From an optimization exercise on the open Yosys and OpenROAD flow, aimed at small area and a short achievable clock period; shortcuts taken in it are not production practice. Function was checked by simulation only, so behaviour that the tests miss may differ from the original.

File: flow/run.sh
#!/bin/bash
# synth_recipe.tcl (not shown) runs the flow's synth.tcl, then flattens the netlist and writes it again
# the make line also repeats each setting of config.mk as NAME=value (left out here)
make -C /OpenROAD-flow-scripts/flow DESIGN_CONFIG=/design/flow/config.mk WORK_HOME=/design/flow/orfs CLKGATE_MAP_FILE= SYNTH_SCRIPT=/design/flow/synth_recipe.tcl finish
File: flow/config.mk
export PLATFORM = sky130hd
export DESIGN_NAME = fp32_mul
export DESIGN_NICKNAME = fp32_mul
export VERILOG_FILES = /design/flow/design.v
export SDC_FILE = /design/flow/constraint.sdc
export NUM_CORES = 4
export LEC_CHECK = 0
export CAP_MARGIN = 20
export CORE_MARGIN = 2
export CORE_UTILIZATION = 40
export SLEW_MARGIN = 20
File: flow/constraint.sdc
create_clock -name core_clock -period 9.5 [get_ports {clk}]
set_input_delay 1.9000 -clock core_clock [delete_from_list [all_inputs] [get_ports {clk}]]
set_output_delay 1.9000 -clock core_clock [all_outputs]
set_load 0.01 [all_outputs]
File: flow/design.v
module fp32_mul (
    input  logic        clk,
    input  logic [31:0] a,
    input  logic [31:0] b,
    output logic [31:0] result
);
  logic [7:0] exp_a, exp_b;
  logic [22:0] frac_a, frac_b;
  logic [23:0] mant_a, mant_b;
  logic [47:0] mant_res;
  logic signed [9:0] exp_sum;
  logic [7:0] exp_res;
  logic [31:0] res_next;
  logic is_zero_a;
  logic is_zero_b;
  logic is_inf_a;
  logic is_inf_b;
  logic is_nan_a;
  logic is_nan_b;
  always_comb begin
    exp_a    = a[30:23];
    exp_b    = b[30:23];
    frac_a   = a[22:0];
    frac_b   = b[22:0];
    is_zero_a = (exp_a == 8'd0) && (frac_a == 23'd0);
    is_zero_b = (exp_b == 8'd0) && (frac_b == 23'd0);
    is_inf_a  = (exp_a == 8'hFF) && (frac_a == 23'd0);
    is_inf_b  = (exp_b == 8'hFF) && (frac_b == 23'd0);
    is_nan_a  = (exp_a == 8'hFF) && (frac_a != 23'd0);
    is_nan_b  = (exp_b == 8'hFF) && (frac_b != 23'd0);
  end
  always_comb begin
    mant_a   = {1'b1, frac_a};
    mant_b   = {1'b1, frac_b};
    mant_res = 48'd0;
    exp_sum  = 10'sd0;
    exp_res  = 8'd0;
    if (is_nan_a || is_nan_b) res_next = 32'h7FC00000;
    else if ((is_inf_a && is_zero_b) || (is_inf_b && is_zero_a)) res_next = 32'h7FC00000;
    else if (is_inf_a || is_inf_b) res_next = 32'h7F800000;
    else if (is_zero_a || is_zero_b) res_next = 32'h00000000;
    else begin
      mant_res = (mant_a * mant_b);
      exp_sum  = $signed({2'b00, exp_a}) + $signed({2'b00, exp_b}) - 10'sd127;
      if (mant_res[47]) begin
        mant_res = mant_res >> 1;
        exp_sum  = exp_sum + 10'sd1;
      end
      if (exp_sum >= 10'sd255) res_next = 32'h7F800000;
      else if (exp_sum <= 10'sd0) res_next = 32'h00000000;
      else begin
        exp_res  = exp_sum[7:0];
        res_next = {1'b0, exp_res, mant_res[45:23]};
      end
    end
  end
  always_ff @(posedge clk) begin
    result <= res_next;
  end
endmodule
==> qor.csv <==
stage;metric;value;unit
drt;first drt pass iteration count;5;
sta;max-slew violations;0;
sta;Tmin final;9.30;ns
drt;Avg WL per Cell;19.5;um
critical_path;CP Class;primary input to flip-flop;
global_route;largest net degree at the start of global routing;26;
synth;number of synthesized flops with an enable pin;0;
cells_and_area;commonest non-fill, non-tap cell in the layout;inv_1;
cells_and_area;largest register by flop count;result;
critical_path;CP arrival;9.47;ns
global_route;vias in the first global route;19100;
cts;clk sinks;31;
status;status;complete, no violations;
placement;RePlAce Congestion;0.917;
cts;CTS buffer count;5;
synth;Top FF cell, synth;dfxtp_1;
cts;CTS tree;built;
synth;cell accounting for the most synthesized area;fa_1;
critical_path;Req. time, crit path;9.67;ns
synth;post-synth net total;3083;
synth;compound-gate portion of the synthesized area;0.0603;
critical_path;Setup crit start;a[5];
placement;Detailed Place HPWL;50700;um
sta;worst hold slack;2.60;ns
floorplanning;Initial Utilization;0.406;
placement;I/O Buffers;93;
synth;synthesized instance count;2351;
drt;DRC;0;
sta;Max Clk Rate;0.108;GHz
synth;ranking of synthesized cells by area;fa_1 (47%), ha_1 (11%), inv_1 (11%);
cts;# H-tree levels;2;
drt;number of DRC markers in iteration 0;1096;
hold_path;worst min-delay path class;primary input to flip-flop;
drt;DR vias/cell;5.12;
global_route;GRT Total Usage;0.244;
synth;post-synthesis mux area share;0.00154;
cells_and_area;max reg flops;31;
sta;Final Cycle Share;0.979;
cells_and_area;Nets;3377;
drt;Vias;17000;
synth;Avg Cell Area, Syn;8.66;um2
cells_and_area;Layout area overhead;25.7;%
critical_path;Critical Path Source Type;primary input;
synth;Synth Area in XOR/XNOR;0.0155;
synth;post-synthesis sequential area ratio;0.0305;
sta;Tightest Pin Transition;0.851;ns
floorplanning;Top Ports;97;
cts;clock-pin slew on the worst setup and hold paths;0.05;ns
run;max-cap viol count;0;
global_route;GRT Residual Overflow;0;
cts;CTS Buffer Depth;2;
critical_path;Max Fanout on Critical Path;15;
floorplanning;die height;230;um
floorplanning;Core Area;50200;um2
sta;Fin. Hold Viols;0;
synth;Cell Area, Synth;20400;um2
critical_path;crit end category;flip-flop;
drt;final WL;64800;um
synth;Yosys cell types;74;
floorplanning;Site Rows;82;
critical_path;crit path to;result[7]$_SDFF_PP0_;
floorplanning;Die Wd;230;um
cts;Root Driver;clkbuf_16;
floorplanning;DIE AREA;52700;um2
cells_and_area;Finished Layout Cells;3318;
synth;#FFs+latches synth;31;
cells_and_area;Largest regs;result: 31 flops;
sta;Fin Setup TNS;0;ns
global_route;first-pass GRT wire length;101000;um
sta;Slew headroom;0.432;
synth;Synth async-reset ratio;0;
synth;Adder-Cell Fraction of Synth Area;0.587;
cells_and_area;share of cells above drive strength 1;0.153;
cells_and_area;final core utilization;0.510;
synth;Synth top area share;0.474;
cells_and_area;antenna diode count;0;
drt;ANT nets after route;0;
global_route;antenna violations before repair;1;
cells_and_area;most frequent cells in the layout;inv_1 (566), fa_1 (463), nand2_1 (352);
sta;Setup violations, final;0;
placement;Placed Instances;3250;
cts;Hold Buf Count CTS;0;
synth;Yosys Warn Count;1;
synth;largest family of logic cells by synthesized area;adder cells;
synth;Simple-Gate Fraction of Synth Area;0.177;
## layout make-up
cell class	instances	area [um2]
fillers	4599	24600
inverters	579	2180
clock buffers	5	125
multi-input cells	1636	17600
well taps	672	841
flip-flops and latches	31	621
repair buffers	392	4200
clock inverters	3	20.0
## cell usage after synthesis, types with 3 or more instances
| library cell | number |
|---|---|
| o21bai_1 | 5 |
| a311oi_1 | 3 |
| nor3b_1 | 3 |
| a211oi_1 | 4 |
| ha_1 | 185 |
| nor4_1 | 14 |
| nand3_1 | 13 |
| fa_1 | 482 |
| nor2b_1 | 9 |
| and3_1 | 8 |
| dfxtp_1 | 31 |
| xnor2_1 | 22 |
| o21ai_0 | 21 |
| and2_1 | 214 |
| or2_2 | 5 |
| o21a_1 | 8 |
| a21o_1 | 21 |
| inv_1 | 576 |
| buf_4 | 4 |
| xor2_1 | 14 |
| o21ai_1 | 9 |
| and4_1 | 3 |
| o211ai_1 | 6 |
| o31ai_1 | 3 |
| a21oi_1 | 54 |
| o221ai_1 | 4 |
| nor3_1 | 12 |
| nand2_1 | 355 |
| clkbuf_1 | 95 |
| nand2b_1 | 7 |
| a21oi_2 | 4 |
| a31oi_1 | 4 |
| o2111ai_1 | 4 |
| nor2_1 | 81 |
| nand4_1 | 14 |
| a22oi_1 | 3 |
## metal layers
metal  wire length [um]  global-route usage
met4               2880              0.0891
met5                 13                   0
met3               3740              0.0242
met2              33000               0.447
met1              25100               0.296
## metrics by stage
step / instance area (um2) / setup slack, ns
6_report: 25600 / 0.199
5_1_grt: 25600 / -0.0296
4_1_cts: 24400 / 0.0112
3_5_place_dp: 24200 / -0.491
3_3_place_gp: 24200 / -0.306
2_1_floorplan: 20400 / 0.731
## worst min-delay path by stage
stage               depth (start not counted)                  start  slack, ns                    end
floorplan                                   6                   a[5]       2.19  result[22]$_SDFF_PP1_
global placement                            1  result[20]$_SDFF_PP0_       2.64             result[20]
detailed placement                          1  result[30]$_SDFF_PP1_       2.64             result[30]
CTS                                         5                  a[23]       2.60  result[27]$_SDFF_PP1_
global route                                9                  b[12]       2.67  result[22]$_SDFF_PP1_
finish                                      9                  b[12]       2.60  result[22]$_SDFF_PP1_
## cell families (layout without fill, tap and decap cells)
kind of cell | after synthesis | in the layout
adders and majority gates | 667 | 667
and+or+nand+nor | 749 | 749
buffers and inverters | 684 | 979
other | 1 | 1
AOI/OAI and AO/OA | 180 | 180
muxes | 3 | 3
DFF | 31 | 31
xor gates and xnor gates | 36 | 36
## worst max-delay path, stage by stage
cell	delay [ns]
clkdlybuf4s50_1	0.51
buf_12	0.17
clkinvlp_4	0.15
fa_1	0.51
fa_1	0.51
inv_1	0.07
fa_1	0.51
fa_1	0.54
fa_1	0.55
inv_2	0.05
fa_1	0.48
fa_1	0.60
inv_2	0.06
ha_4	0.21
buf_4	0.15
nand2_1	0.07
nor2_1	0.06
nand3_1	0.10
nand4_1	0.20
a311o_1	0.47
nor3_4	0.27
o22ai_2	0.11
a2111o_1	0.45
a311o_1	0.34
nand4_4	0.12
buf_12	0.14
buf_12	0.11
a21oi_1	0.04
## what timing repair did
| action | CTS | global route |
|---|---|---|
| resized for setup | 4 | 134 |
| pin swaps | 1 | 65 |
| buffers inserted | 0 | 49 |
| endpoints found under the setup margin | 14 | 30 |
| gates cloned | 0 | 11 |

==> static timing again, ports no longer ideal <==
Ports are ideal in the flow. The routed layout listed here was re-timed in OpenROAD. Step 1 assumes that a clkbuf_16 drives the clock port and a buf_2 every other input. Step 2 adds t to the input delays and takes it off the output delays; t is the mean of the earliest and latest rising clock arrival at the registers after step 1. Input paths then give back, and output paths get back, about the clock's delay inside the block. Three values: ideal ports, drivers, drivers and shift; two values: the first two.
shift t [ns]: 0.308
setup slack, ns: 0.199 / 0.199 / -0.109
latest minus earliest clock arrival (ns): 0.003 / 0.004
worst data-port slew with drivers (ns): 0.04
pins driven straight from the clock port: 1
With both steps, setup timing fails in this run, where it was met with ideal ports. For this run, drivers alone change the setup slack by 0.000 ns; drivers and shift together by -0.308 ns.
